This is an optimization exercise on Yosys and OpenROAD, whose aim is small area, not a production implementation.
Function was checked by simulation only, so behaviour that the tests miss may differ from the original.
No activity file was given, so power comes from the tool's default toggle rates.

==> design.v <==
module d_ff
(
    input logic     d,
    input logic     RSTn,
    input logic     clk,
    output logic    q
);
always_ff @(posedge clk or negedge RSTn)
begin
if(!RSTn)
begin
  q <= 1'b0;
end
else
begin
  q <= d;
end
end
endmodule
module d_ff_en
(
    input logic          d,
    input logic          en,
    input logic          RSTn,
    input logic          clk,
    output logic         q
);
always_ff @(posedge clk or negedge RSTn)
begin
if(!RSTn)
begin
  q <= 1'b0;
end
else if(en == 1'b1)
begin
  q <= d;
end
end
endmodule
module d_reg #(parameter integer numBit = 16)
(
    input logic[numBit-1:0]     d,
    input logic                 RSTn,
    input logic                 clk,
    output logic[numBit-1:0]    q
);
always_ff @(posedge clk or negedge RSTn)
begin
if(!RSTn)
begin
  q <= {numBit{1'b0}};
end
else
begin
  q <= d;
end
end
endmodule
module debouncer #(parameter stable_time_cc =  10)
(
  input logic               clk,
  input logic               RSTn,
  input logic               button_in,
  output logic              button_out
);
logic d_ff_out_one;
logic d_ff_out_two;
d_ff first_d_ff (.d(button_in),
                 .RSTn(RSTn),
                 .clk(clk),
                 .q(d_ff_out_one)
);
d_ff second_d_ff (.d(d_ff_out_one),
                 .RSTn(RSTn),
                 .clk(clk),
                 .q(d_ff_out_two)
);
logic xor_d_ff;
assign xor_d_ff = d_ff_out_one ^ d_ff_out_two;
parameter COUNT        = 3'b001,
          THRESHOLD    = 3'b010,
          RESET        = 3'b100;
logic[2:0] state, next_state;
logic enable_out;
logic[31:0] counter;
always_comb
begin
  case(state)
    COUNT :
    begin
      if(counter == stable_time_cc - 1)
        next_state = THRESHOLD;
      else if(xor_d_ff == 1'b1)
        next_state = RESET;
      else
        next_state = COUNT;
    end
    THRESHOLD :
    begin
      next_state = COUNT;
    end
    RESET :
    begin
      if(xor_d_ff == 1'b1)
        next_state = RESET;
      else
        next_state = COUNT;
    end
    default :
      next_state = COUNT;
    endcase
end
always_ff @(posedge clk or negedge RSTn)
begin
  if (RSTn == 1'b0)
  begin
    counter     <= 32'b0;
    enable_out  <= 1'b0;
  end
  else
  case(state)
    COUNT :
    begin
      counter     <= counter + 1'b1;
      enable_out  <= 1'b0;
    end
    THRESHOLD :
    begin
      counter     <= 32'b0;
      enable_out  <= 1'b1;
    end
    RESET :
    begin
      counter     <= 32'b0;
      enable_out  <= 1'b0;
    end
    default :
    begin
      counter     <= 32'b0;
      enable_out  <= 1'b0;
    end
  endcase
end
always_ff @(posedge clk or negedge RSTn)
begin
  if (RSTn == 1'b0)
    state <= COUNT;
  else
    state <= next_state;
end
d_ff_en last_d_ff (.d(d_ff_out_two),
                   .en(enable_out),
                   .RSTn(RSTn),
                   .clk(clk),
                   .q(button_out)
);
endmodule
module one_shot
(
  input logic               clk,
  input logic               RSTn,
  input logic               sig_in,
  output logic              sig_out
);
logic first_out, second_out, third_out, inverted_third;
d_ff first_d_ff (.d(sig_in),
                 .RSTn(RSTn),
                 .clk(clk),
                 .q(first_out)
);
d_ff second_d_ff (.d(first_out),
                 .RSTn(RSTn),
                 .clk(clk),
                 .q(second_out)
);
d_ff third_d_ff (.d(second_out),
                 .RSTn(RSTn),
                 .clk(clk),
                 .q(third_out)
);
assign inverted_third = ~third_out;
assign sig_out = inverted_third & second_out;
endmodule
module tx_fsm #(parameter divisor = 10,
                parameter tx_num_bits = 8,
                parameter parity = 0)
(
  input logic               clk,
  input logic               RSTn,
  input logic               start,
  input logic[7:0]          data_in,
  output logic              TX
);
logic[7:0] sampled_data;
d_reg #(8) reg_data_in (.d(data_in),
                        .RSTn(RSTn),
                        .clk(clk),
                        .q(sampled_data)
);
logic[31:0] div_param, half_div_param;
logic[3:0] num_bits;
logic parity_bit;
logic[tx_num_bits-1:0] tx_data;
assign div_param = divisor;
assign half_div_param  = {1'b0, div_param[31:1]};
assign num_bits = tx_num_bits;
assign tx_data = sampled_data[tx_num_bits-1:0];
if(parity == 0)
  assign parity_bit = ^tx_data;
else
  assign parity_bit = ~(^tx_data);
parameter IDLE         = 3'b000,
          SYNC         = 3'b001,
          TX_BIT       = 3'b010,
          TX_STOP      = 3'b011,
          TX_START     = 3'b100,
          TX_PARITY    = 3'b101;
logic[2:0] state, next_state;
logic tx_sig;
logic[31:0] baud_count;
logic[3:0] bit_count;
logic start_done;
always_comb
begin
  case(state)
    IDLE :
    begin
      if(start == 1'b1)
        next_state = SYNC;
      else
        next_state = IDLE;
    end
    SYNC :
    begin
      if(bit_count == num_bits)
        if(baud_count == div_param - 32'b1)
          next_state = TX_PARITY;
        else
          next_state = SYNC;
      else if(bit_count == num_bits + 1)
        if(baud_count == div_param - 32'b1)
          next_state = TX_STOP;
        else
          next_state = SYNC;
      else if(start_done == 1'b0)
        if(baud_count == half_div_param - 32'b1)
          next_state = TX_START;
        else
          next_state = SYNC;
      else
        if(baud_count == div_param - 32'b1)
          next_state = TX_BIT;
        else
          next_state = SYNC;
    end
    TX_BIT :
    begin
      next_state = SYNC;
    end
    TX_STOP :
    begin
      next_state = IDLE;
    end
    TX_START :
    begin
      next_state = SYNC;
    end
    TX_PARITY :
    begin
      next_state = SYNC;
    end
    default :
      next_state = IDLE;
    endcase
end
always_ff @(posedge clk or negedge RSTn)
begin
  if (RSTn == 1'b0)
  begin
    tx_sig     <= 1'b1;
    baud_count <= 32'b0;
    bit_count  <= 4'b0;
    start_done <= 1'b0;
  end
  else
  case(state)
    IDLE :
    begin
      tx_sig     <= 1'b1;
      baud_count <= 32'b0;
      bit_count  <= 4'b0;
      start_done <= 1'b0;
    end
    SYNC :
    begin
      tx_sig     <= tx_sig;
      baud_count <= baud_count + 32'b1;
      bit_count  <= bit_count;
      start_done <= start_done;
    end
    TX_BIT :
    begin
      tx_sig     <= sampled_data[bit_count];
      baud_count <= 32'b0;
      bit_count  <= bit_count + 4'b1;
      start_done <= start_done;
    end
    TX_STOP :
    begin
      tx_sig     <= 1'b1;
      baud_count <= 32'b0;
      bit_count  <= 4'b0;
      start_done <= start_done;
    end
    TX_START :
    begin
      tx_sig     <= 1'b0;
      baud_count <= 32'b0;
      bit_count  <= 4'b0;
      start_done <= 1'b1;
    end
    TX_PARITY :
    begin
      tx_sig     <= parity_bit;
      baud_count <= 32'b0;
      bit_count  <= bit_count + 4'b1;
      start_done <= start_done;
    end
    default :
    begin
      tx_sig     <= 1'b1;
      baud_count <= 32'b0;
      bit_count  <= 4'b0;
      start_done <= 1'b0;
    end
  endcase
end
always_ff @(posedge clk or negedge RSTn)
begin
  if (RSTn == 1'b0)
    state <= IDLE;
  else
    state <= next_state;
end
assign TX = tx_sig;
endmodule
module rx_fsm #(parameter divisor = 10,
                parameter rx_num_bits = 8,
                parameter parity = 0)
(
  input logic               clk,
  input logic               RSTn,
  output logic[7:0]         data_out,
  input logic               RX
);
logic sampled_RX;
always_ff @(posedge clk or negedge RSTn)
begin
  if (RSTn == 1'b0)
    sampled_RX <= 1'b1;
  else
    sampled_RX <= RX;
end
logic[31:0] div_param, half_div_param;
logic[3:0] num_bits;
logic parity_bit;
logic[rx_num_bits-1:0] rx_data;
assign div_param = divisor;
assign half_div_param  = {1'b0, div_param[31:1]};
assign num_bits = rx_num_bits;
if(parity == 0)
  assign parity_bit = ^rx_data;
else
  assign parity_bit = ~(^rx_data);
parameter IDLE         = 3'b000,
          SYNC         = 3'b001,
          RX_BIT       = 3'b010,
          RX_STOP      = 3'b011,
          RX_START     = 3'b100,
          RX_PARITY    = 3'b101;
logic[2:0] state, next_state;
logic rx_sig;
logic[31:0] baud_count;
logic[3:0] bit_count;
logic start_done;
logic parity_rx_bit;
logic frame_error;
logic parity_error;
always_comb
begin
  case(state)
    IDLE :
    begin
      if(sampled_RX == 1'b1)
        next_state = IDLE;
      else
        next_state = SYNC;
    end
    SYNC :
    begin
      if(bit_count == num_bits)
        if(baud_count == div_param - 32'b1)
          next_state = RX_PARITY;
        else
          next_state = SYNC;
      else if(bit_count == num_bits + 1)
        if(baud_count == div_param - 32'b1)
          next_state = RX_STOP;
        else
          next_state = SYNC;
      else if(start_done == 1'b0)
        if(baud_count == half_div_param - 32'b1)
          next_state = RX_START;
        else
          next_state = SYNC;
      else
        if(baud_count == div_param - 32'b1)
          next_state = RX_BIT;
        else
          next_state = SYNC;
    end
    RX_BIT :
    begin
      next_state = SYNC;
    end
    RX_STOP :
    begin
      next_state = IDLE;
    end
    RX_START :
    begin
      next_state = SYNC;
    end
    RX_PARITY :
    begin
      next_state = SYNC;
    end
    default :
      next_state = IDLE;
    endcase
end
always_ff @(posedge clk or negedge RSTn)
begin
  if (RSTn == 1'b0)
  begin
    baud_count <= 32'b0;
    bit_count  <= 4'b0;
    start_done <= 1'b0;
    rx_data    <= 8'b0;
  end
  else
  case(state)
    IDLE :
    begin
      baud_count <= 32'b0;
      bit_count  <= 4'b0;
      start_done <= 1'b0;
    end
    SYNC :
    begin
      baud_count <= baud_count + 32'b1;
      bit_count  <= bit_count;
      start_done <= start_done;
    end
    RX_BIT :
    begin
      rx_data[bit_count] <= sampled_RX;
      baud_count <= 32'b0;
      bit_count  <= bit_count + 4'b1;
      start_done <= start_done;
    end
    RX_STOP :
    begin
      baud_count <= 32'b0;
      bit_count  <= 4'b0;
      start_done <= start_done;
    end
    RX_START :
    begin
      baud_count <= 32'b0;
      bit_count  <= 4'b0;
      start_done <= 1'b1;
    end
    RX_PARITY :
    begin
      parity_rx_bit <= sampled_RX;
      baud_count <= 32'b0;
      bit_count  <= bit_count + 4'b1;
      start_done <= start_done;
    end
    default :
    begin
      baud_count <= 32'b0;
      bit_count  <= 4'b0;
      start_done <= 1'b0;
    end
  endcase
end
always_ff @(posedge clk or negedge RSTn)
begin
  if (RSTn == 1'b0)
    state <= IDLE;
  else
    state <= next_state;
end
assign data_out = rx_data;
endmodule
module UART_top #(parameter debounce_period_Hz = 10000,
                  parameter clk_divisor = 868,
                  parameter num_bits = 8,
                  parameter parity = 0)
(
  input logic               clk,
  input logic               RSTn,
  input logic               start,
  input logic[7:0]          data_in,
  output logic[7:0]         data_out,
  input logic               RX,
  output logic              TX
);
logic button_debounced, one_shot_out;
debouncer #(debounce_period_Hz)
debouncer (.clk(clk),
                     .RSTn(RSTn),
                     .button_in(start),
                     .button_out(button_debounced)
);
one_shot one_shot (.clk(clk),
                   .RSTn(RSTn),
                   .sig_in(button_debounced),
                   .sig_out(one_shot_out)
);
tx_fsm #(.divisor(clk_divisor), .tx_num_bits(num_bits), .parity(parity))
tx_fsm (.clk(clk),
        .RSTn(RSTn),
        .start(one_shot_out),
        .data_in(data_in),
        .TX(TX)
);
rx_fsm #(.divisor(clk_divisor), .rx_num_bits(num_bits), .parity(parity))
rx_fsm (.clk(clk),
        .RSTn(RSTn),
        .data_out(data_out),
        .RX(RX)
);
endmodule
==> run.sh <==
#!/bin/bash
# synth_recipe.tcl (not shown) runs the flow's synth.tcl, then flattens the netlist and writes it again
# the make line also repeats each setting of config.mk as NAME=value (left out here)
make -C /OpenROAD-flow-scripts/flow DESIGN_CONFIG=/design/flow/config.mk WORK_HOME=/design/flow/orfs CLKGATE_MAP_FILE= SYNTH_SCRIPT=/design/flow/synth_recipe.tcl finish
==> config.mk <==
export PLATFORM = sky130hd
export DESIGN_NAME = UART_top
export DESIGN_NICKNAME = UART_top
export VERILOG_FILES = /design/flow/design.v
export SDC_FILE = /design/flow/constraint.sdc
export NUM_CORES = 4
export LEC_CHECK = 0
export CAP_MARGIN = 20
export CORE_MARGIN = 2
export CORE_UTILIZATION = 40
export SLEW_MARGIN = 20
==> constraint.sdc <==
create_clock -name core_clock -period 10.0 [get_ports {clk}]
set_input_delay 2.0000 -clock core_clock [delete_from_list [all_inputs] [get_ports {clk}]]
set_output_delay 2.0000 -clock core_clock [all_outputs]
set_load 0.01 [all_outputs]
==> reports/results.ini, run 1 <==
[clock_network]
cts_buffer_depth = 2
numCtsBuffers = 17
cts_setup_buffers = 0
clkLatencyLatePin_ns = 0.42
cts_tree = yes
hold_buffers = 0
clk_pin_slew_ns = 0.06
clock-root-buffer = clkbuf_16
postCtsResizedCells = 0
cts_max_level = 4
clock-sinks = 140

[logic_synthesis]
syn_inst = 693
async_flop_share = 1.00
yosys_warnings = 6
synth_ff_type = dfrtp_1
synth_area_um2 = 6820
synth_edf_count = 0
ys_seq_area_frac = 0.514
ys_seq_elements = 140
synthTopCellsByArea = dfrtp_1 50%, xor2_1 8.2%, nor2_1 6.0%, xnor2_1 3.3%, nand4_1 3.3%
postSynthAreaPerCell_um2 = 9.85
synth_cell_types = 49
synth.net_count = 718
yosysTopAreaCellShare = 0.502
synth_top_area_cell = dfrtp_1

[cells_and_area]
final_design_area_no_fill_um2 = 7840
layout-drive-gt1-share = 0.0714
antenna_cells = 0
area_delta_synth_final_pct = 14.9
nNetsFinal = 740
postLayoutCoreUtil = 0.471

[worst_setup_path]
critPathMaxFanout = 2
startpoint_type = register
crit_type = register to primary output
worst_setup_path_end_kind = primary output
cpPeakStageDelay_ns = 0.53
worst_path_max_delay_cell = dfstp_2
crit_chain = clkdlybuf4s50_1
critPathArrivalTime_ns = 1.46
crit_required_ns = 8.00
r2r_slack_ns = 7.58
crit_buf_inv = 1
critPathTopFamily = flip-flops

[global_routing]
antenna_found_initial = 0
grt_max_degree = 75
grt.total_usage = 0.163
grt_first_pass_wirelength_mm = 23.9
grt_pass1_vias = 5206
grt_overflow = 0

[power_and_ir_drop]
power_frac_clock = 0.470
p_leak_nw = 3.26
combPwrFrac = 0.072
p_int_mw = 1.02
p_sw_mw = 0.324
peakVddDrop_uv = 113
p_seq_frac = 0.458
p_per_area_nw_per_um2 = 171
swShare = 0.242

[timing]
max-slew-margin-rel = 0.295
setup_tns_ns = 0
rsz0062_at_grt = no
holdWs_ns = 0.355
setup_viol = 0
skew_ns = 0.00971
drv_slew = 0
period_needed_ns = 3.46
finalHoldViolCount = 0
worst_pin_slew_ns = 1.05
fmax_ghz = 0.289
finalCritPeriodShare = 0.346

[job]
maxCapViolCount = 0

[worst_hold_path]
hp-class = register to register

[die]
std_cell_rows = 47
core_um2 = 16600
die_height_um = 135
die_area_um2 = 18100
ios = 21
fp.dieW_um = 135
initial_core_util = 0.410

[drt]
drc_errors = 0
ant_nets = 0
dr.first_iter.drc_count = 199
first_pass_iters = 4
drt_wl_total_mm = 13.4
wl_per_cell_um = 14.1
route.vias.total = 5063
vias_per_cell = 5.34

[placed_design]
io_buffers = 20
dp_hpwl_mm = 8.87
placed_area_um2 = 7240
finalWeightedCongestion = 0.774

[status]
outcome = no timing/DRC/antenna violations

==> cell families (layout without fill, tap and decap cells) <==
kind of cell	count (synthesis)	count (layout)	synth area share
compound gates	77	77	0.0640
xor+xnor	90	90	0.116
fa+ha+maj	13	13	0.0238
buf+inv	36	71	0.0202
flops	140	140	0.514
mux	6	6	0.0130
simple gates	331	331	0.250
==> final timing paths <==
| path | depth (start not counted) | start | endpoint |
|---|---|---|---|
| max | 1 | tx_fsm.tx_sig | TX |
| min | 0 | one_shot.first_d_ff.q | one_shot.second_d_ff.q |
| max reg2reg | 6 | rx_fsm.bit_count[0] | rx_fsm.rx_data[4] |
| min reg2reg | 0 | one_shot.first_d_ff.q | one_shot.second_d_ff.q |
| max in group asynchronous | 2 | RSTn | rx_fsm.state[1] |
| min in group asynchronous | 1 | RSTn | tx_fsm.state[2] |
==> cells in the final DEF, fill, tap and decap left out, types with 3 or more instances in the layout <==
master           count
o21ai_0             34
clkdlybuf4s50_1     19
clkbuf_16           17
nor2_1             109
a21oi_1             26
nor2b_1              5
and3_1              15
xnor2_1             26
dfrtp_1            137
nand4_1             36
clkbuf_8             4
xor2_1              64
or3_1               12
and4_1               9
nor4_2               4
nand3_1             39
ha_1                13
nor3_1              14
clkinvlp_4           4
nor4_1              24
dfstp_2              3
o21a_1               3
inv_1               18
nand2_1             43
==> state kept, by name, indices dropped and copies added, names as in the netlist, 3 cells and up <==
signal	flops
debouncer.counter	32
debouncer.state	3
rx_fsm.baud_count	32
rx_fsm.bit_count	4
rx_fsm.rx_data	8
rx_fsm.state	3
tx_fsm.baud_count	32
tx_fsm.bit_count	4
tx_fsm.reg_data_in.q	8
tx_fsm.state	3
==> synthesized netlist by cell type (2+ instances only) <==
master and number:
o21ai_0 34, and4_1 9, nand3b_1 2, nor4_1 24, a21o_1 2, a21oi_1 26
o22a_1 2, xnor2_1 26, dfrtp_1 137, inv_1 18, buf_1 2, nand2b_1 2
mux2_2 2, nor4b_1 2, clkbuf_1 14, nor2b_1 5, nor3_1 14, nand2_1 44
xor2_1 64, nor2_1 109, mux4_2 2, and2_1 2, and3_1 15, or3_1 13
dfstp_2 3, nor4_2 4, ha_1 13, nand3_1 39, nand4_1 36, o21a_1 3
or2_2 2, nor3b_1 2, o31a_1 2, nor3_2 2, buf_2 2, or4b_2 2
==> through the flow <==
stage / worst slack [ns] / cells / power [mW]
floorplan: 7.47 / 693 / 0.685
global placement: 6.57 / 916 / 0.716
detailed placement: 6.52 / 916 / 0.720
CTS: 6.51 / 948 / 1.36
global route: 6.48 / 948 / 1.40
finish: 6.54 / 948 / 1.34
==> layout make-up <==
cell class	count	area, um^2
multi-input combinational	517	3180
clock buffer	23	488
tap	220	275
fill	1523	8800
clock inverter	9	113
inverter	18	67.6
sequential	140	3510
timing repair buffer	21	209
==> routing by layer <==
layer  vias up  wire (um)  global-route usage
li1       2491          -                   -
met1      2504       6120               0.204
met2        52       6740               0.271
met3        16        358              0.0462
met4         0        193              0.0608
met5         -          0                   0
==> worst reg2reg max path, delay by kind of cell, from the launching register on <==
| family | cells | cell delay, ns |
|---|---|---|
| fa+ha+maj | 1 | 0.29 |
| mux | 1 | 0.34 |
| buf+inv | 1 | 0.15 |
| simple gates | 2 | 0.71 |
| flops | 1 | 0.64 |
| xor+xnor | 1 | 0.17 |
==> power groups by stage <==
stage          registers [mW]  logic (mW)  clock network, mW
4_1_cts                 0.612      0.0982              0.646
6_report                0.613      0.0965              0.629
5_1_grt                 0.616       0.110              0.673
2_1_floorplan           0.614      0.0714                  0
3_5_place_dp            0.623      0.0978                  0
3_3_place_gp            0.621      0.0946                  0
==> run 2, diff against run 1 <==
==> design.v (replaced) <==
module UART_top #(parameter debounce_period_Hz = 10000,
                  parameter clk_divisor = 868,
                  parameter num_bits = 8,
                  parameter parity = 0)
(
  input  logic       clk,
  input  logic       RSTn,
  input  logic       start,
  input  logic [7:0] data_in,
  output logic [7:0] data_out,
  input  logic       RX,
  output logic       TX
);
logic       s1, s2, en, btn;
logic [13:0] dq;
wire d_x    = s1 ^ s2;
wire d_last = (dq == 14'd9999);
wire d_thr  = (dq == 14'd10000);
always_ff @(posedge clk or negedge RSTn)
  if (!RSTn) begin
    s1 <= 1'b0; s2 <= 1'b0; en <= 1'b0; btn <= 1'b0; dq <= 14'd0;
  end else begin
    s1 <= start;
    s2 <= s1;
    en <= d_thr;
    if (en) btn <= s2;
    if (d_thr)               dq <= 14'd0;
    else if (d_x && !d_last) dq <= 14'h3fff;
    else                     dq <= dq + 14'd1;
  end
logic o1, o2, o3;
always_ff @(posedge clk or negedge RSTn)
  if (!RSTn) begin o1 <= 1'b0; o2 <= 1'b0; o3 <= 1'b0; end
  else begin o1 <= btn; o2 <= o1; o3 <= o2; end
wire pulse = o2 & ~o3;
localparam logic [3:0] IDLE = 4'd11;
logic [3:0] tk;
logic [9:0] tc;
logic       txr, pre, f;
wire t_term = (tc == 10'd868);
wire t_idle = (tk == IDLE);
wire t_acc  = t_idle & pulse;
always_comb
  case (tk)
    4'd0:    f = 1'b0;
    4'd1:    f = data_in[0];
    4'd2:    f = data_in[1];
    4'd3:    f = data_in[2];
    4'd4:    f = data_in[3];
    4'd5:    f = data_in[4];
    4'd6:    f = data_in[5];
    4'd7:    f = data_in[6];
    4'd8:    f = data_in[7];
    4'd9:    f = ^data_in;
    default: f = 1'b1;
  endcase
always_ff @(posedge clk) pre <= f;
always_ff @(posedge clk or negedge RSTn)
  if (!RSTn) begin
    tk <= IDLE; tc <= 10'd0; txr <= 1'b1;
  end else begin
    if (t_term) txr <= pre;
    if (t_acc) begin
      tk <= 4'd0; tc <= 10'd434;
    end else begin
      tc <= t_term ? 10'd0 : tc + 10'd1;
      if (t_term && !t_idle) tk <= tk + 4'd1;
    end
  end
assign TX = txr;
logic       sr;
logic [3:0] rk;
logic [9:0] rc;
logic [7:0] dout;
wire r_term = (rc == 10'd868);
wire r_idle = (rk == IDLE);
wire r_acc  = r_idle & ~sr;
always_ff @(posedge clk or negedge RSTn)
  if (!RSTn) begin
    sr <= 1'b1; rk <= IDLE; rc <= 10'd0; dout <= 8'd0;
  end else begin
    sr <= RX;
    if (r_acc) begin
      rk <= 4'd0; rc <= 10'd434;
    end else begin
      rc <= r_term ? 10'd0 : rc + 10'd1;
      if (r_term && !r_idle) rk <= rk + 4'd1;
    end
    for (int i = 0; i < 8; i++)
      if (r_term && rk == i + 1) dout[i] <= sr;
  end
assign data_out = dout;
endmodule
==> run 2 against run 1 <==
Still clean on timing, DRC and antenna. Maximum frequency rose by 2.1%. Clock skew fell by 0.0042 ns. Synthesized cell count fell by 58%. First-iteration DRC count fell by 11%. Sequential share of layout area fell by 2.9 points. Final cell count fell by 56%. Critical path depth did not move. Worst hold slack improved by 0.0076 ns. Critical endpoint unchanged.
==> reports/results.ini, run 2 <==
[status]
outcome = no timing/DRC/antenna violations

[logic_synthesis]
synth_cell_types = 45
synth_top_area_cell = dfrtp_1
synthTopCellsByArea = dfrtp_1 42%, dfstp_2 6.9%, xnor2_1 6.0%, ha_1 5.7%, xor2_1 3.2%
synth_edf_count = 0
synth.net_count = 316
synth_area_um2 = 3060
yosysMostFrequentCell = dfrtp_1
synth_ff_type = dfrtp_1
ys_seq_elements = 60
ys_seq_area_frac = 0.493
yosys_warnings = 1
async_flop_share = 0.983
postSynthAreaPerCell_um2 = 10.5
syn_inst = 290
yosysTopAreaCellShare = 0.418
synth_common_cells = 51 x dfrtp_1, 23 x nor2_1, 21 x xnor2_1

[drt]
route.vias.total = 2185
first_pass_iters = 4
wl_per_cell_um = 13.2
drc_errors = 0
drt_wl_total_mm = 5.51
vias_per_cell = 5.21
dr.first_iter.drc_count = 178
ant_nets = 0

[cells_and_area]
postLayoutCoreUtil = 0.491
area_delta_synth_final_pct = 17.8
top_regs = dq x14, rc x10, tc x10
layout_commonest_cell = dfrtp_1
nNetsFinal = 341
largest_reg_flops = 14
final_design_area_no_fill_um2 = 3600
layout-drive-gt1-share = 0.134
antenna_cells = 0
layout_common_cells = 51 x dfrtp_1, 23 x nor2_1, 21 x xnor2_1, 19 x clkdlybuf4s50_1, 18 x nand2_1
top_register = dq

[clock_network]
cts_setup_buffers = 0
postCtsResizedCells = 0
numCtsBuffers = 9
clock-root-buffer = clkbuf_8
hold_buffers = 0
cts_buffer_depth = 2
cts_tree = yes
cts_max_level = 3
clk_pin_slew_ns = 0.06
clkLatencyLatePin_ns = 0.33
clock-sinks = 60

[worst_setup_path]
crit_buf_inv = 1
critPathArrivalTime_ns = 1.39
crit_chain = clkdlybuf4s50_1
critPathTopFamily = flip-flops
critPathMaxFanout = 2
startpoint_type = register
cpPeakStageDelay_ns = 0.53
r2r-end = tk[1]
timing.rr.start = tc[0]
reg2regPathDepth = 6
worst_path_max_delay_cell = dfstp_2
worst_setup_path_end_kind = primary output
r2r_slack_ns = 7.84
crit_type = register to primary output
crit_required_ns = 8.00

[timing]
worst_pin_slew_ns = 0.843
drv_slew = 0
setup_tns_ns = 0
setup_viol = 0
finalHoldViolCount = 0
rsz0062_at_grt = no
period_needed_ns = 3.39
fmax_ghz = 0.295
max-slew-margin-rel = 0.433
finalCritPeriodShare = 0.339
skew_ns = 0.00547

[global_routing]
grt_overflow = 0
grt_pass1_vias = 2216
antenna_found_initial = 0
grt_first_pass_wirelength_mm = 9.99
grt.total_usage = 0.148
grt_max_degree = 60

[worst_hold_path]
hp-class = register to register
holdPathEnd = o2
hold_depth = 0
hp-start = o1

[die]
core_um2 = 7330
ios = 21
die_area_um2 = 8360
std_cell_rows = 31
die_height_um = 91.4
initial_core_util = 0.417
fp.dieW_um = 91.4

[power_and_ir_drop]
p_per_area_nw_per_um2 = 181
p_leak_nw = 1.58
peakVddDrop_uv = 93.3

[job]
maxCapViolCount = 0

[placed_design]
dp_hpwl_mm = 3.82
placed_area_um2 = 3360
io_buffers = 20
finalWeightedCongestion = 0.774

run 2: cell count changes after synthesis, moves of 20 or more:
cell	change
nor2_1	-86
nand4_1	-27
xor2_1	-53
dfrtp_1	-86
nor4_1	-20
o21ai_0	-25
nand2_1	-26
nand3_1	-22
run 2: power by group:
part	total, mW	internal (mW)	leakage (nW)	switching (mW)
combinational	0.110	0.0525	0.744	0.0578
clock	0.251	0.160	0.122	0.0911
sequential	0.290	0.264	0.710	0.0261
total	0.651	0.476	1.58	0.175
run 2: area by class of cell:
cell class | instances | area (um^2)
flip-flops and latches | 60 | 1510
repair buffers | 22 | 210
fillers | 681 | 3730
clock buffers | 12 | 165
clock inverters | 4 | 70.1
inverters | 16 | 60.1
well taps | 99 | 124
multi-input cells | 206 | 1460
run 2: per-stage QoR:
stage          total power, mW  hold slack (ns)  setup slack, ns  std cells
2_1_floorplan            0.374            0.331             7.22        290
3_3_place_gp             0.400            0.338             6.71        403
3_5_place_dp             0.405            0.351             6.69        403
4_1_cts                  0.660            0.364             6.59        419
5_1_grt                  0.691            0.369             6.57        419
6_report                 0.651            0.363             6.61        419
run 2: how the worst max path moves through the flow:
stage	from	to	slack (ns)	depth (start not counted)
6_report	txr	TX	6.61	1
5_1_grt	txr	TX	6.57	1
4_1_cts	txr	TX	6.59	1
3_5_place_dp	data_in[0]	pre	6.69	5
3_3_place_gp	data_in[0]	pre	6.71	5
2_1_floorplan	data_in[0]	pre	7.22	4
run 2: logic make-up after synthesis:
group,after synthesis,share of synthesized area
buf+inv,24,0.0319
simple gates,106,0.193
flops,60,0.493
fa+ha+maj,14,0.0573
compound gates,41,0.0856
xor+xnor,32,0.0917
mux,13,0.0479
run 2: layer usage:
metal / part of all wire / vias up / track usage
met3: 0.045 / 7 / 0.0315
met5: 0 / - / 0
met1: 0.50 / 1060 / 0.210
met4: 0.017 / 0 / 0.0745
li1: - / 1069 / -
met2: 0.44 / 49 / 0.212
==> run 3, diff against run 2 <==
==> design.v (replaced) <==
module UART_top #(parameter debounce_period_Hz = 10000,
                  parameter clk_divisor = 868,
                  parameter num_bits = 8,
                  parameter parity = 0)
(
  input  logic       clk,
  input  logic       RSTn,
  input  logic       start,
  input  logic [7:0] data_in,
  output logic [7:0] data_out,
  input  logic       RX,
  output logic       TX
);
logic        s1, s2, en, btn;
logic [13:0] dq;
wire [13:0] dl     = dq ^ 14'h2aaa;
wire        d_x    = s1 ^ s2;
wire        d_last = (dl == 14'h3fa0);
wire        d_thr  = (dl == 14'h3f41);
wire [13:0] d_sh   = {dl[12:0], ^(dl & 14'h2001)};
wire [13:0] d_nx   = d_thr ? 14'h3 : (d_x && !d_last) ? 14'h1 : d_sh;
always_ff @(posedge clk or negedge RSTn)
  if (!RSTn) begin
    s1 <= 1'b0; s2 <= 1'b0; en <= 1'b0; btn <= 1'b0; dq <= 14'h2aa9;
  end else begin
    s1 <= start;
    s2 <= s1;
    en <= d_thr;
    if (en) btn <= s2;
    dq <= d_nx ^ 14'h2aaa;
  end
logic o1, o2, o3;
always_ff @(posedge clk or negedge RSTn)
  if (!RSTn) begin o1 <= 1'b0; o2 <= 1'b0; o3 <= 1'b0; end
  else begin o1 <= btn; o2 <= o1; o3 <= o2; end
wire pulse = o2 & ~o3;
localparam logic [3:0] IDLE = 4'd11;
logic [3:0] tk;
logic [9:0] tc;
logic       txr, pre, f;
wire [9:0] tl     = tc ^ 10'h2aa;
wire       t_term = (tl == 10'h355);
wire       t_idle = (tk == IDLE);
wire       t_acc  = t_idle & pulse;
wire [9:0] t_sh   = {tl[8:0], ^(tl & 10'h240)};
wire [9:0] t_nx   = t_acc ? 10'h307 : t_term ? 10'h1 : t_sh;
always_comb
  case (tk)
    4'd0:    f = 1'b0;
    4'd1:    f = data_in[0];
    4'd2:    f = data_in[1];
    4'd3:    f = data_in[2];
    4'd4:    f = data_in[3];
    4'd5:    f = data_in[4];
    4'd6:    f = data_in[5];
    4'd7:    f = data_in[6];
    4'd8:    f = data_in[7];
    4'd9:    f = ^data_in;
    default: f = 1'b1;
  endcase
always_ff @(posedge clk) begin
  pre <= f;
  tc  <= t_nx ^ 10'h2aa;
end
always_ff @(posedge clk or negedge RSTn)
  if (!RSTn) begin
    tk <= IDLE; txr <= 1'b1;
  end else begin
    if (t_acc) tk <= 4'd0;
    else if (t_term && !t_idle) begin
      tk  <= tk + 4'd1;
      txr <= pre;
    end
  end
assign TX = txr;
logic       sr;
logic [3:0] rk;
logic [9:0] rc;
logic [7:0] dout;
wire [9:0] rl     = rc ^ 10'h2aa;
wire       r_term = (rl == 10'h355);
wire       r_idle = (rk == IDLE);
wire       r_acc  = r_idle & ~sr;
wire [9:0] r_sh   = {rl[8:0], ^(rl & 10'h240)};
wire [9:0] r_nx   = r_acc ? 10'h307 : r_term ? 10'h1 : r_sh;
always_ff @(posedge clk) rc <= r_nx ^ 10'h2aa;
always_ff @(posedge clk or negedge RSTn)
  if (!RSTn) begin
    sr <= 1'b1; rk <= IDLE; dout <= 8'd0;
  end else begin
    sr <= RX;
    if (r_acc) rk <= 4'd0;
    else if (r_term && !r_idle) rk <= rk + 4'd1;
    for (int i = 0; i < 8; i++)
      if (r_term && rk == i + 1) dout[i] <= sr;
  end
assign data_out = dout;
endmodule
--- a/config.mk
+++ b/config.mk
@@ -7,5 +7,8 @@
 export LEC_CHECK = 0
 export CAP_MARGIN = 20
 export CORE_MARGIN = 2
-export CORE_UTILIZATION = 40
+export CORE_UTILIZATION = 70
+export CTS_BUF_LIST = sky130_fd_sc_hd__clkbuf_4 sky130_fd_sc_hd__clkbuf_8
+export CTS_CLUSTER_DIAMETER = 500
+export CTS_CLUSTER_SIZE = 100
 export SLEW_MARGIN = 20
==> run 3 against run 2 <==
Still clean. Combinational power shrank 83%. Worst hold slack gained 0.014 ns. Die area shrank 53%. Power shrank 38%. Setup slack lost 0.069 ns. Global-route usage grew 9.4 points. Clock skew grew 0.0039 ns. Via count shrank 28%. Largest cell class unchanged. Largest power group unchanged.
==> reports/results.ini, run 3 <==
[status]
outcome = no timing/DRC/antenna violations

[die]
fp.dieW_um = 62.9
die_height_um = 62.9
std_cell_rows = 21
core_um2 = 3340
ios = 21
initial_core_util = 0.727
die_area_um2 = 3950

[drt]
wl_per_cell_um = 14.4
ant_nets = 0
drt_wl_total_mm = 4.05
route.vias.total = 1573
drc_errors = 0
first_pass_iters = 4
dr.first_iter.drc_count = 94
vias_per_cell = 5.60

[global_routing]
grt_first_pass_wirelength_mm = 7.21
antenna_found_initial = 0
grt_max_degree = 40
grt.total_usage = 0.242
grt_pass1_vias = 1577
grt_overflow = 0

[logic_synthesis]
postSynthAreaPerCell_um2 = 11.8
synth.net_count = 225
yosysTopAreaCellShare = 0.247
ys_seq_area_frac = 0.583
synth_ff_type = dfrtp_1
synth_common_cells = 30 x nand2_1, 24 x dfrtp_1, 21 x dfxtp_1
yosys_warnings = 1
syn_inst = 205
yosysMostFrequentCell = nand2_1
synth_top_area_cell = dfrtp_1
synth_cell_types = 45
synthTopCellsByArea = dfrtp_1 25%, dfxtp_1 17%, dfstp_2 16%, mux2_2 6.5%, nand2_1 4.6%
synth_edf_count = 0
synth_area_um2 = 2430
ys_seq_elements = 60
async_flop_share = 0.650

[cells_and_area]
area_delta_synth_final_pct = 14.3
layout-drive-gt1-share = 0.230
top_register = dq
fillers = 199
layout_commonest_cell = nand2_1
multi_input_area_um2 = 962
largest_reg_flops = 14
antenna_cells = 0
layout_common_cells = 30 x nand2_1, 24 x dfrtp_1, 21 x dfxtp_1, 20 x clkdlybuf4s50_1, 15 x dfstp_2
register_area_um2 = 1420
nNetsFinal = 250
top_regs = dq x14, rc x10, tc x10

[clock_network]
cts_max_level = 3
cts_setup_buffers = 0
clock-sinks = 60
clkLatencyLatePin_ns = 0.40
postCtsResizedCells = 0
cts_tree = yes
numCtsBuffers = 9
clk_pin_slew_ns = 0.09
cts_buffer_depth = 2
clock-root-buffer = clkbuf_4
hold_buffers = 0

[worst_setup_path]
endpoint = TX
crit_start = txr
reg2regPathDepth = 4
timing.rr.start = rc[0]
r2r_slack_ns = 7.98
worst_path_max_delay_cell = dfstp_2
worst_setup_path_end_kind = primary output
crit_buf_inv = 1
critPathMaxFanout = 2
worstSetupPathDepth = 1
crit_type = register to primary output
crit_required_ns = 8.00
startpoint_type = register
crit_chain = clkdlybuf4s50_1
critPathTopFamily = flip-flops
cpPeakStageDelay_ns = 0.53
critPathArrivalTime_ns = 1.46
r2r-end = dout[2]

[timing]
drv_slew = 0
worst_pin_slew_ns = 1.02
layout_setup_ws_ns = 6.54
period_needed_ns = 3.46
skew_ns = 0.00937
setup_tns_ns = 0
fmax_ghz = 0.289
setup_viol = 0
rsz0062_at_grt = no
max-slew-margin-rel = 0.314
holdWs_ns = 0.376
finalCritPeriodShare = 0.346
finalHoldViolCount = 0

[placed_design]
dp_slack_ns = 6.60
dp_hpwl_mm = 2.85
finalWeightedCongestion = 0.858
io_buffers = 20

[worst_hold_path]
hp-class = register to register

[power_and_ir_drop]
p_per_area_nw_per_um2 = 146
peakVddDrop_uv = 132
p_leak_nw = 1.21

[job]
maxCapViolCount = 0

-- run 3: cell count changes in the layout (fill, tap and decap cells not counted), moves of 8 or more --
cell	before	now
a21oi_1	16	7
clkbuf_4	0	13
clkbuf_8	12	0
dfrtp_1	51	24
dfxtp_1	1	21
inv_1	16	4
nand2_1	18	30
nand3_1	17	1
nor2_1	23	14
o21ai_0	9	1
xnor2_1	21	7
-- run 3: logic make-up (layout without fill, tap and decap cells) --
kind of cell | Yosys count | after routing | synth area share
buf+inv | 12 | 42 | 0.0206
xor+xnor | 12 | 12 | 0.0433
flops | 60 | 60 | 0.583
fa+ha+maj | 8 | 8 | 0.0412
mux | 17 | 17 | 0.0778
simple gates | 80 | 80 | 0.188
compound gates | 16 | 16 | 0.0459
-- run 3: how the worst min path moves through the flow --
stage,from,cells past startpoint,endpoint,slack [ns]
after floorplan,o1,0,o2,0.33
after global placement,o1,0,o2,0.34
after detailed placement,o1,0,o2,0.35
after CTS,o1,0,o2,0.38
after global routing,o1,0,o2,0.40
final,o1,0,o2,0.38
-- run 3: final cells by class --
class | count | share of cell area
flip-flops and latches | 60 | 0.510
multi-input cells | 133 | 0.347
repair buffers | 21 | 0.0749
clock buffers | 13 | 0.0352
well taps | 46 | 0.0207
inverters | 5 | 0.00677
clock inverters | 3 | 0.00541
-- run 3: power breakdown --
part | switching, mW | internal (mW) | leakage [nW]
Clock | 0.0796 | 0.0613 | 0.0715
Sequential | 0.00195 | 0.244 | 0.660
Combinational | 0.00936 | 0.00950 | 0.475
-- run 3: metal layers --
metal	GRT usage	up-vias	wire [um]
li1	-	761	-
met1	0.317	771	1900
met2	0.356	35	1920
met3	0.0901	6	161
met4	0.117	0	72
met5	0	-	0
-- run 3: per-stage QoR --
stage                     instance area, um^2  cells  utilization  power [mW]
after floorplan                          2430    205            -       0.260
after detailed placement                 2660    265        0.798       0.270
after CTS                                2770    281        0.831       0.410
final                                    2770    281        0.831       0.406
after global placement                   2660    265        0.798       0.269
after global routing                     2770    281        0.831       0.424
==> run 4, diff against run 3 <==
==> config.mk (replaced) <==
export PLATFORM = sky130hd
export DESIGN_NAME = UART_top
export DESIGN_NICKNAME = UART_top
export VERILOG_FILES = /design/flow/design.v
export SDC_FILE = /design/flow/constraint.sdc
export NUM_CORES = 4
export LEC_CHECK = 0
export CAP_MARGIN = 20
export CORE_MARGIN = 2
export CORE_UTILIZATION = 40
export SLEW_MARGIN = 20
==> run 4 against run 3 <==
Die area is 70% higher. Via count is 3.5% lower. Critical endpoint unchanged. Still clean on timing, DRC and antenna. Power is 22% higher.
==> reports/results.ini, run 4 <==
[worst_setup_path]
worst_setup_path_end_kind = primary output
r2r-end = dout[2]
timing.rr.start = rc[0]
r2r_slack_ns = 8.01
crit_chain = clkdlybuf4s50_1
critPathMaxFanout = 2
critPathArrivalTime_ns = 1.37
worst_path_max_delay_cell = dfstp_2
startpoint_type = register
reg2regPathDepth = 4
cpPeakStageDelay_ns = 0.52
critPathTopFamily = flip-flops
crit_required_ns = 8.00
crit_buf_inv = 1
crit_type = register to primary output

[logic_synthesis]
yosysMostFrequentCell = nand2_1
synth_area_um2 = 2430
syn_inst = 205
async_flop_share = 0.650
yosys_warnings = 1
synthTopCellsByArea = dfrtp_1 25%, dfxtp_1 17%, dfstp_2 16%, mux2_2 6.5%, nand2_1 4.6%
synth_cell_types = 45
synth_ff_type = dfrtp_1
synth_edf_count = 0
postSynthAreaPerCell_um2 = 11.8
synth.net_count = 225
ys_seq_area_frac = 0.583
yosysTopAreaCellShare = 0.247
synth_common_cells = 30 x nand2_1, 24 x dfrtp_1, 21 x dfxtp_1
ys_seq_elements = 60
synth_top_area_cell = dfrtp_1

[clock_network]
cts_buffer_depth = 2
cts_max_level = 3
cts_setup_buffers = 0
clk_pin_slew_ns = 0.06
cts_tree = yes
clock-sinks = 60
clkLatencyLatePin_ns = 0.33
hold_buffers = 0
postCtsResizedCells = 0
numCtsBuffers = 9
clock-root-buffer = clkbuf_8

[timing]
worst_pin_slew_ns = 1.00
finalCritPeriodShare = 0.337
rsz0062_at_grt = no
fmax_ghz = 0.296
period_needed_ns = 3.37
finalHoldViolCount = 0
holdWs_ns = 0.352
skew_ns = 0.00766
drv_slew = 0
setup_tns_ns = 0
setup_viol = 0
max-slew-margin-rel = 0.327

[power_and_ir_drop]
peakVddDrop_uv = 103
p_seq_frac = 0.498
combPwrFrac = 0.037
swShare = 0.203
p_int_mw = 0.394
p_per_area_nw_per_um2 = 171
p_sw_mw = 0.101
power_frac_clock = 0.465
p_leak_nw = 1.24

[cells_and_area]
multi_input_area_um2 = 962
fillers = 541
register_area_um2 = 1420
top_register = dq
nNetsFinal = 249
antenna_cells = 0
top_regs = dq x14, rc x10, tc x10
largest_reg_flops = 14
layout_commonest_cell = nand2_1
layout_common_cells = 30 x nand2_1, 24 x dfrtp_1, 21 x dfxtp_1, 19 x clkdlybuf4s50_1, 15 x dfstp_2
layout-drive-gt1-share = 0.218
postLayoutCoreUtil = 0.492
area_delta_synth_final_pct = 19.2

[job]
maxCapViolCount = 0

[drt]
wl_per_cell_um = 12.6
vias_per_cell = 4.91
route.vias.total = 1518
ant_nets = 0
dr.first_iter.drc_count = 64
drt_wl_total_mm = 3.90
first_pass_iters = 4
drc_errors = 0

[die]
std_cell_rows = 28
core_um2 = 5890
ios = 21
die_area_um2 = 6710
die_height_um = 81.9
initial_core_util = 0.412
fp.dieW_um = 81.9

[placed_design]
io_buffers = 20
finalWeightedCongestion = 0.687
dp_hpwl_mm = 2.59

[status]
outcome = no timing/DRC/antenna violations

[global_routing]
grt_max_degree = 40
antenna_found_initial = 0
grt_pass1_vias = 1536
grt_overflow = 0
grt.total_usage = 0.137
grt_first_pass_wirelength_mm = 6.69

[worst_hold_path]
holdPathEnd = o2
hp-start = o1
hp-class = register to register
hold_depth = 0

-- run 4: cell counts after synthesis --
No cell type changed its count.
-- run 4: how the worst max path moves through the flow --
| stage | start | to | depth (start not counted) |
|---|---|---|---|
| after global routing | txr | TX | 1 |
| after detailed placement | data_in[2] | pre | 5 |
| after global placement | data_in[2] | pre | 5 |
| final | txr | TX | 1 |
| after CTS | txr | TX | 1 |
| after floorplan | data_in[4] | pre | 4 |
-- run 4: power groups by stage --
stage | combinational, mW | sequential (mW) | clock [mW]
after global routing | 0.0202 | 0.247 | 0.246
after floorplan | 0.00961 | 0.250 | 0
final | 0.0182 | 0.247 | 0.230
after detailed placement | 0.0187 | 0.251 | 0
after global placement | 0.0186 | 0.251 | 0
after CTS | 0.0188 | 0.247 | 0.236
-- run 4: through the flow --
stage,std cells,worst slack [ns],power [mW],area [um^2]
2_1_floorplan,205,7.17,0.260,2430
3_3_place_gp,293,6.65,0.270,2690
3_5_place_dp,293,6.64,0.270,2690
4_1_cts,309,6.60,0.502,2890
5_1_grt,309,6.58,0.514,2890
6_report,309,6.63,0.495,2890
-- run 4: routing by layer --
metal,wire length (um),up-vias,track usage
li1,-,764,-
met3,150,10,0.0484
met1,2000,718,0.181
met4,102,0,0.0900
met5,0,-,0
met2,1650,26,0.188
-- run 4: cell type report --
cell class	instances	area share
Clock buffer	12	0.0467
Clock inverter	4	0.0255
Inverter	5	0.00649
Sequential cell	60	0.489
Multi-Input combinational cell	133	0.332
Timing Repair Buffer	20	0.0674
Tap cell	75	0.0324
-- run 4: cell families after synthesis --
kind of cell | Yosys count | share of synthesized area
xor gates and xnor gates | 12 | 0.0433
adders and majority gates | 8 | 0.0412
muxes | 17 | 0.0778
AOI/OAI and AO/OA | 16 | 0.0459
and+or+nand+nor | 80 | 0.188
buffers and inverters | 12 | 0.0206
DFF | 60 | 0.583
==> run 5, diff against run 4 <==
==> design.v (replaced) <==
module UART_top #(parameter debounce_period_Hz = 10000,
                  parameter clk_divisor = 868,
                  parameter num_bits = 8,
                  parameter parity = 0)
(
  input  logic       clk,
  input  logic       RSTn,
  input  logic       start,
  input  logic [7:0] data_in,
  output logic [7:0] data_out,
  input  logic       RX,
  output logic       TX
);
logic        s1, s2, thr, en, btn;
logic [13:0] dq;
wire [13:0] dl     = dq ^ 14'h2aaa;
wire        d_x    = s1 ^ s2;
wire        d_last = (dl == 14'h1560);
wire [13:0] d_sh   = {dl[12:0], ^(dl & 14'h2001)};
wire [13:0] d_nx   = thr ? 14'h3ffe : (d_x && !d_last) ? 14'h3fff : d_sh;
always_ff @(posedge clk or negedge RSTn)
  if (!RSTn) begin
    s1 <= 1'b0; s2 <= 1'b0; thr <= 1'b0; en <= 1'b0; btn <= 1'b0; dq <= 14'h1554;
  end else begin
    s1  <= start;
    s2  <= s1;
    thr <= d_last;
    en  <= thr;
    if (en) btn <= s2;
    dq  <= d_nx ^ 14'h2aaa;
  end
logic o1, o2;
always_ff @(posedge clk or negedge RSTn)
  if (!RSTn) begin o1 <= 1'b0; o2 <= 1'b0; end
  else begin o1 <= btn; o2 <= o1; end
wire pe = o1 & ~o2;
localparam logic [3:0] HALF = 4'd15, IDLE = 4'd10;
function automatic logic [3:0] inc4(input logic [3:0] k, input logic a);
  inc4 = k ^ {a & k[2] & k[1] & k[0], a & k[1] & k[0], a & k[0], a};
endfunction
logic [3:0] tk;
logic [9:0] tc;
logic       txr, pre, f;
wire [9:0] tl     = tc ^ 10'h2aa;
wire       t_term = (tl == 10'h155);
wire       t_idle = tk[3] & tk[1] & ~tk[0];
wire       t_stop = tk[3] & ~tk[1] & tk[0];
wire       t_acc  = pe & (t_idle | (t_stop & t_term));
wire [9:0] t_sh   = {tl[8:0], ^(tl & 10'h240)};
wire [9:0] t_nx   = t_acc ? 10'h20f : t_term ? 10'h4 : t_sh;
wire       par    = ^data_in;
always_comb
  if (tk[3]) f = ~tk[2] & (tk[0] | par);    
  else       f = data_in[tk[2:0]];
always_ff @(posedge clk) begin
  pre <= f;
  tc  <= t_nx ^ 10'h2aa;
end
always_ff @(posedge clk or negedge RSTn)
  if (!RSTn) begin
    tk <= IDLE; txr <= 1'b1;
  end else begin
    if (t_term && !t_idle) txr <= pre;
    if (t_acc) tk <= HALF;
    else       tk <= inc4(tk, t_term & ~t_idle);
  end
assign TX = txr;
logic       sr;
logic [3:0] rk;
logic [9:0] rc;
logic [7:0] dout;
wire [9:0] rl     = rc ^ 10'h2aa;
wire       r_term = (rl == 10'h155);
wire       r_idle = rk[3] & rk[1] & ~rk[0];
wire       r_acc  = r_idle & ~sr;
wire [9:0] r_sh   = {rl[8:0], ^(rl & 10'h240)};
wire [9:0] r_nx   = r_acc ? 10'h1f : r_term ? 10'h4 : r_sh;
always_ff @(posedge clk) rc <= r_nx ^ 10'h2aa;
always_ff @(posedge clk or negedge RSTn)
  if (!RSTn) begin
    sr <= 1'b1; rk <= IDLE; dout <= 8'd0;
  end else begin
    sr <= RX;
    if (r_acc) rk <= HALF;
    else       rk <= inc4(rk, r_term & ~r_idle);
    for (int i = 0; i < 8; i++)
      if (r_term && rk == i) dout[i] <= sr;
  end
assign data_out = dout;
endmodule
==> flow/run.sh (new file) <==
#!/bin/bash
set -euo pipefail
export BUFFER_PORTS_ARGS="-buffer_cell sky130_fd_sc_hd__buf_1"
export CTS_ARGS="-sink_clustering_enable -repair_clock_nets -dont_use_dummy_load -sink_clustering_size 100 -sink_clustering_max_diameter 500 -buf_list {sky130_fd_sc_hd__clkbuf_4 sky130_fd_sc_hd__clkbuf_8 sky130_fd_sc_hd__clkbuf_16}"
bash standard.sh finish > standard.log 2>&1
==> standard.sh (new file) <==
#!/bin/bash
# synth_recipe.tcl (not shown) runs the flow's synth.tcl, then flattens the netlist and writes it again
# the make line also repeats each setting of config.mk as NAME=value (left out here)
make -C /OpenROAD-flow-scripts/flow DESIGN_CONFIG=/design/flow/config.mk WORK_HOME=/design/flow/orfs CLKGATE_MAP_FILE= SYNTH_SCRIPT=/design/flow/synth_recipe.tcl "${@:-finish}"
--- a/config.mk
+++ b/config.mk
@@ -7,5 +7,8 @@
 export LEC_CHECK = 0
 export CAP_MARGIN = 20
 export CORE_MARGIN = 2
-export CORE_UTILIZATION = 40
+export CORE_UTILIZATION = 70
+export CTS_BUF_LIST = sky130_fd_sc_hd__clkbuf_4 sky130_fd_sc_hd__clkbuf_8
+export CTS_CLUSTER_DIAMETER = 500
+export CTS_CLUSTER_SIZE = 100
 export SLEW_MARGIN = 20
removed: run.sh
==> run 5 against run 4 <==
Count of clock-buffer cells in the layout decreased by 3. Critical path depth unchanged. Setup slack improved by 0.35 ns. Die area down 44%. Flip-flop and latch count stayed put.
==> reports/results.ini, run 5 <==
[global_routing]
grt.total_usage = 0.257
busiest_layer = met2
grt_max_degree = 40
grt_overflow = 0
grt_pass1_vias = 1537
grt_first_pass_wirelength_mm = 6.73
grt_use_met3 = 0.107
antenna_found_initial = 0
use_met1 = 0.318
grtUsageMet2 = 0.397

[drt]
vias_per_cell = 5.95
route.vias.total = 1540
drt_wl_total_mm = 4.03
dr.first_iter.drc_count = 159
first_pass_iters = 4
wl_per_cell_um = 15.5
ant_nets = 0
drc_errors = 0

[worst_setup_path]
crit_required_ns = 8.00
startpoint_type = register
crit_chain = buf_1
crit_type = register to primary output
critPathMaxFanout = 2
cpPeakStageDelay_ns = 0.53
worst_path_max_delay_cell = dfstp_2
critPathArrivalTime_ns = 1.03
crit_buf_inv = 1
worst_setup_path_end_kind = primary output
critPathTopFamily = flip-flops

[logic_synthesis]
syn_inst = 192
ys_seq_elements = 60
synth_area_um2 = 2280
yosysTopAreaCellShare = 0.297
ys_seq_area_frac = 0.619
synth_top_area_cell = dfrtp_1
synth_common_cells = 27 x dfrtp_1, 22 x nand2_1, 21 x dfxtp_1
postSynthAreaPerCell_um2 = 11.9
synthAdderAreaFrac = 0.0154
synth.net_count = 206
synth-xor-area-share = 0.0571
yosys.area_share.simple = 0.167
synth_edf_count = 0
synth_mux_area_frac = 0.0736
synth_top_family_by_area = simple AND/OR/NAND/NOR gates
synthTopCellsByArea = dfrtp_1 30%, dfxtp_1 18%, dfstp_2 14%, mux2_2 4.9%, nand2_1 3.6%
yosysMostFrequentCell = dfrtp_1
yosys_warnings = 1
synth_cell_types = 40
synth_compound_area_frac = 0.0527
async_flop_share = 0.650
synth_ff_type = dfrtp_1

[timing]
worst_pin_slew_ns = 0.892
finalHoldViolCount = 0
setup_tns_ns = 0
holdWs_ns = 0.377
layout_setup_ws_ns = 6.97
max-slew-margin-rel = 0.405
skew_ns = 0.0273
fmax_ghz = 0.331
period_needed_ns = 3.03
drv_slew = 0
setup_viol = 0
rsz0062_at_grt = no
finalCritPeriodShare = 0.303

[power_and_ir_drop]
finalPower_mw = 0.373
peakVddDrop_uv = 140
p_per_area_nw_per_um2 = 152
p_leak_nw = 1.05

[die]
die_area_um2 = 3730
initial_core_util = 0.740
std_cell_rows = 20
ios = 21
die_height_um = 61.1
core_um2 = 3080
fp.dieW_um = 61.1

[cells_and_area]
layout-drive-gt1-share = 0.177
fillers = 212
top_regs = dq x14, rc x10, tc x10
layout_commonest_cell = dfrtp_1
top_register = dq
nNetsFinal = 231
antenna_cells = 0
largest_reg_flops = 14
layout_common_cells = 27 x dfrtp_1, 22 x nand2_1, 21 x dfxtp_1, 19 x buf_1, 16 x nor2_1
final_design_area_no_fill_um2 = 2460
area_delta_synth_final_pct = 7.80

[placed_design]
placed_area_um2 = 2380
dp_hpwl_mm = 2.91
io_buffers = 20
finalWeightedCongestion = 0.804
dp_slack_ns = 6.83

[job]
maxCapViolCount = 0

[clock_network]
cts_max_level = 3
postCtsResizedCells = 0
hold_buffers = 0
clk_pin_slew_ns = 0.06
clkLatencyLatePin_ns = 0.38
clock-root-buffer = clkbuf_4
clock-sinks = 60
cts_setup_buffers = 0
cts_tree = yes
numCtsBuffers = 9
cts_buffer_depth = 2

[worst_hold_path]
hp-class = register to register

[status]
outcome = no timing/DRC/antenna violations

-- run 5: changes by cell type in the layout (fill, tap and decap cells not counted), sizes merged, moves of 4 or more --
cell / previous run / this run
mux2: 15 / 10
nor3: 6 / 2
nand3: 1 / 6
nand2: 30 / 22
clkdlybuf4s50: 19 / 0
ha: 8 / 2
buf: 1 / 19
-- run 5: logic make-up (layout without fill, tap and decap cells) --
logic type,count (synthesis),count (layout)
simple gates,74,74
xor+xnor,14,14
compound gates,20,20
mux,13,13
buf+inv,8,31
fa+ha+maj,3,3
flops,60,60
-- run 5: routing by layer --
metal,vias to the layer above,wire [um]
li1,717,-
met1,775,1710
met2,41,2080
met3,7,164
met4,0,67
met5,-,0
-- run 5: through the flow --
| step | utilization | cells |
|---|---|---|
| after floorplan | - | 192 |
| after global placement | 0.774 | 250 |
| after detailed placement | 0.774 | 250 |
| after CTS | 0.796 | 259 |
| after global routing | 0.798 | 259 |
| final | 0.798 | 259 |
-- run 5: final timing paths --
path,startpoint,endpoint,slack [ns],cells past startpoint
worst max register to register,tc[2],tk[0],8.01,5
worst max-delay path,txr,TX,6.97,1
min in group asynchronous,RSTn,rk[2],1.73,1
max in group asynchronous,RSTn,tk[2],7.70,1
worst min-delay path,o1,o2,0.38,0
worst min register to register,o1,o2,0.38,0
-- run 5: cell type report --
type / count / area [um^2] / share of cell area
Sequential cell: 60 / 1410 / 0.575
Multi-Input combinational cell: 124 / 838 / 0.341
Timing Repair Buffer: 20 / 76.3 / 0.0311
Clock buffer: 9 / 67.6 / 0.0275
Tap cell: 44 / 55.1 / 0.0224
Inverter: 2 / 7.51 / 0.00306
-- run 5: report_power, final --
| group | switching (mW) | internal [mW] |
|---|---|---|
| logic | 0.00924 | 0.00681 |
| clock network | 0.0688 | 0.0418 |
| registers | 0.00213 | 0.245 |
| total | 0.0802 | 0.293 |
==> run 6, diff against run 5 <==
==> run.sh (new file) <==
#!/bin/bash
# synth_recipe.tcl (not shown) runs the flow's synth.tcl, then flattens the netlist and writes it again
# the make line also repeats each setting of config.mk as NAME=value (left out here)
make -C /OpenROAD-flow-scripts/flow DESIGN_CONFIG=/design/flow/config.mk WORK_HOME=/design/flow/orfs CLKGATE_MAP_FILE= SYNTH_SCRIPT=/design/flow/synth_recipe.tcl finish
removed: flow/run.sh
removed: standard.sh
==> run 6 against run 5 <==
Clock power grew 72%. Synthesized cell count unchanged. Still clean on timing, DRC and antenna. Die area stayed put. Critical path type unchanged. Largest cell class unchanged. Global-route usage up 1.3 points. Final cell count increased by 3.1%. Routed wire length rose by 5.7%. Non-clock buffer count up 1.
==> reports/results.ini, run 6 <==
[logic_synthesis]
synth_ff_type = dfrtp_1
synth_top_area_cell = dfrtp_1
synth_common_cells = 27 x dfrtp_1, 22 x nand2_1, 21 x dfxtp_1
syn_inst = 192
ys_seq_area_frac = 0.619
synth.net_count = 206
yosysMostFrequentCell = dfrtp_1
async_flop_share = 0.650
yosys_warnings = 1
synthTopCellsByArea = dfrtp_1 30%, dfxtp_1 18%, dfstp_2 14%, mux2_2 4.9%, nand2_1 3.6%
synth_area_um2 = 2280
synth_cell_types = 40
synth_edf_count = 0
yosysTopAreaCellShare = 0.297
ys_seq_elements = 60
postSynthAreaPerCell_um2 = 11.9

[worst_setup_path]
crit_required_ns = 8.00
crit_type = register to primary output
cpPeakStageDelay_ns = 0.54
worst_setup_path_end_kind = primary output
critPathTopFamily = flip-flops
startpoint_type = register
critPathMaxFanout = 2
worst_path_max_delay_cell = dfstp_2
crit_buf_inv = 1
crit_chain = clkdlybuf4s50_1
critPathArrivalTime_ns = 1.44

[die]
die_height_um = 61.1
core_um2 = 3080
initial_core_util = 0.740
std_cell_rows = 20
ios = 21
fp.dieW_um = 61.1
die_area_um2 = 3730

[cells_and_area]
largest_reg_flops = 14
antenna_cells = 0
layout_commonest_cell = dfrtp_1
nNetsFinal = 232
area_delta_synth_final_pct = 17.8
layout_common_cells = 27 x dfrtp_1, 22 x nand2_1, 21 x dfxtp_1, 20 x clkdlybuf4s50_1, 16 x nor2_1
layout-drive-gt1-share = 0.202
top_regs = dq x14, rc x10, tc x10
top_register = dq

[clock_network]
numCtsBuffers = 9
cts_tree = yes
clock-root-buffer = clkbuf_4
cts_max_level = 3
clkLatencyLatePin_ns = 0.37
cts_setup_buffers = 0
cts_buffer_depth = 2
hold_buffers = 0
postCtsResizedCells = 0
clock-sinks = 60
clk_pin_slew_ns = 0.10

[timing]
finalHoldViolCount = 0
worst_pin_slew_ns = 0.750
fmax_ghz = 0.291
layout_setup_ws_ns = 6.56
period_needed_ns = 3.44
drv_slew = 0
max-slew-margin-rel = 0.497
skew_ns = 0.0140
rsz0062_at_grt = no
setup_viol = 0
setup_tns_ns = 0
finalCritPeriodShare = 0.344

[global_routing]
grt_use_met3 = 0.0861
grt.total_usage = 0.270
grt_max_degree = 40
grt_first_pass_wirelength_mm = 6.91
grt_pass1_vias = 1528
grt_overflow = 0
antenna_found_initial = 0
use_met1 = 0.315
busiest_layer = met2
grtUsageMet2 = 0.441

[status]
outcome = no timing/DRC/antenna violations

[drt]
wl_per_cell_um = 15.9
ant_nets = 0
route.vias.total = 1514
dr.first_iter.drc_count = 137
first_pass_iters = 4
vias_per_cell = 5.67
drt_wl_total_mm = 4.26
drc_errors = 0

[placed_design]
io_buffers = 20
dp_slack_ns = 6.45
dp_hpwl_mm = 2.84
finalWeightedCongestion = 0.788

[power_and_ir_drop]
p_sw_mw = 0.0921
combPwrFrac = 0.042
p_per_area_nw_per_um2 = 170
power_frac_clock = 0.418
p_leak_nw = 1.15
swShare = 0.202
peakVddDrop_uv = 175
p_int_mw = 0.365
p_seq_frac = 0.540

[job]
maxCapViolCount = 0

[worst_hold_path]
hp-class = register to register

==> run 6: cell counts after synthesis <==
No cell type changed its count.
==> run 6: power groups by stage <==
stage | Clock (mW) | Combinational, mW | Sequential (mW)
3_5_place_dp | 0 | 0.0194 | 0.251
5_1_grt | 0.205 | 0.0213 | 0.247
4_1_cts | 0.196 | 0.0196 | 0.247
6_report | 0.191 | 0.0193 | 0.247
3_3_place_gp | 0 | 0.0186 | 0.251
2_1_floorplan | 0 | 0.00970 | 0.251
==> run 6: per-layer routing <==
metal | share of wire | up-vias
li1 | - | 720
met1 | 0.42 | 757
met2 | 0.53 | 33
met3 | 0.033 | 4
met4 | 0.013 | 0
met5 | 0 | -
==> run 6: per-stage QoR <==
stage / total power, mW / instances / instance area, um^2 / hold slack, ns / util
after floorplan: 0.260 / 192 / 2280 / 0.347 / -
after global placement: 0.270 / 251 / 2510 / 0.360 / 0.817
after detailed placement: 0.271 / 251 / 2510 / 0.368 / 0.817
after CTS: 0.463 / 267 / 2680 / 0.394 / 0.870
after global routing: 0.474 / 267 / 2680 / 0.414 / 0.872
final: 0.457 / 267 / 2680 / 0.399 / 0.872
==> run 6: worst paths after layout <==
| kind | slack [ns] | cells after the start | start | to |
|---|---|---|---|---|
| max | 6.56 | 1 | txr | TX |
| min | 0.40 | 1 | rc[3] | rc[4] |
| max reg2reg | 8.02 | 6 | rc[6] | rk[0] |
| min reg2reg | 0.40 | 1 | rc[3] | rc[4] |
| max in group asynchronous | 7.61 | 2 | RSTn | dq[6] |
| min in group asynchronous | 2.02 | 2 | RSTn | dq[13] |
==> run 6: area by class of cell <==
cell class	instances	area, um^2
Multi-Input combinational cell	124	838
Timing Repair Buffer	21	208
Tap cell	44	55.1
Sequential cell	60	1410
Inverter	2	7.51
Fill cell	160	394
Clock inverter	5	75.1
Clock buffer	11	88.8
==> run 6: kinds of logic (layout without fill, tap and decap cells) <==
group	count (synthesis)	in the layout	share of synthesized area
buf+inv	8	39	0.0148
xor+xnor	14	14	0.0571
mux	13	13	0.0736
fa+ha+maj	3	3	0.0154
flops	60	60	0.619
simple gates	74	74	0.167
compound gates	20	20	0.0527

[re-timing with driven ports]
How much do the figures lean on ideal ports? The routed layouts below were timed once more, with nothing changed but the port constraints.
Step 1, drivers: a clkbuf_16 drives clk and a buf_2 each remaining input, both assumed.
Step 2, shift: input delay + t, output delay - t, t = (earliest + latest rising clock arrival at the registers) / 2. This alone moves slack from input paths to output paths.
Three values: no drivers, after step 1, after step 2; two values: the first two.
run	t (ns)	setup slack, ns	cell pins on the clock port's net
run 1	0.459	6.540 / 6.495 / 6.607	1
run 2	0.358	6.612 / 6.584 / 6.686	1
run 3	0.417	6.543 / 6.518 / 6.580	1
run 4	0.359	6.625 / 6.596 / 6.627	1
run 5	0.390	6.975 / 6.952 / 6.812	1
run 6	0.395	6.562 / 6.535 / 6.457	1
After both steps every run listed still meets setup and hold. The setup slack of run 5, which loses most, moves by -0.023 ns with the drivers and by -0.163 ns with both steps. Setup slack includes reset recovery checks.
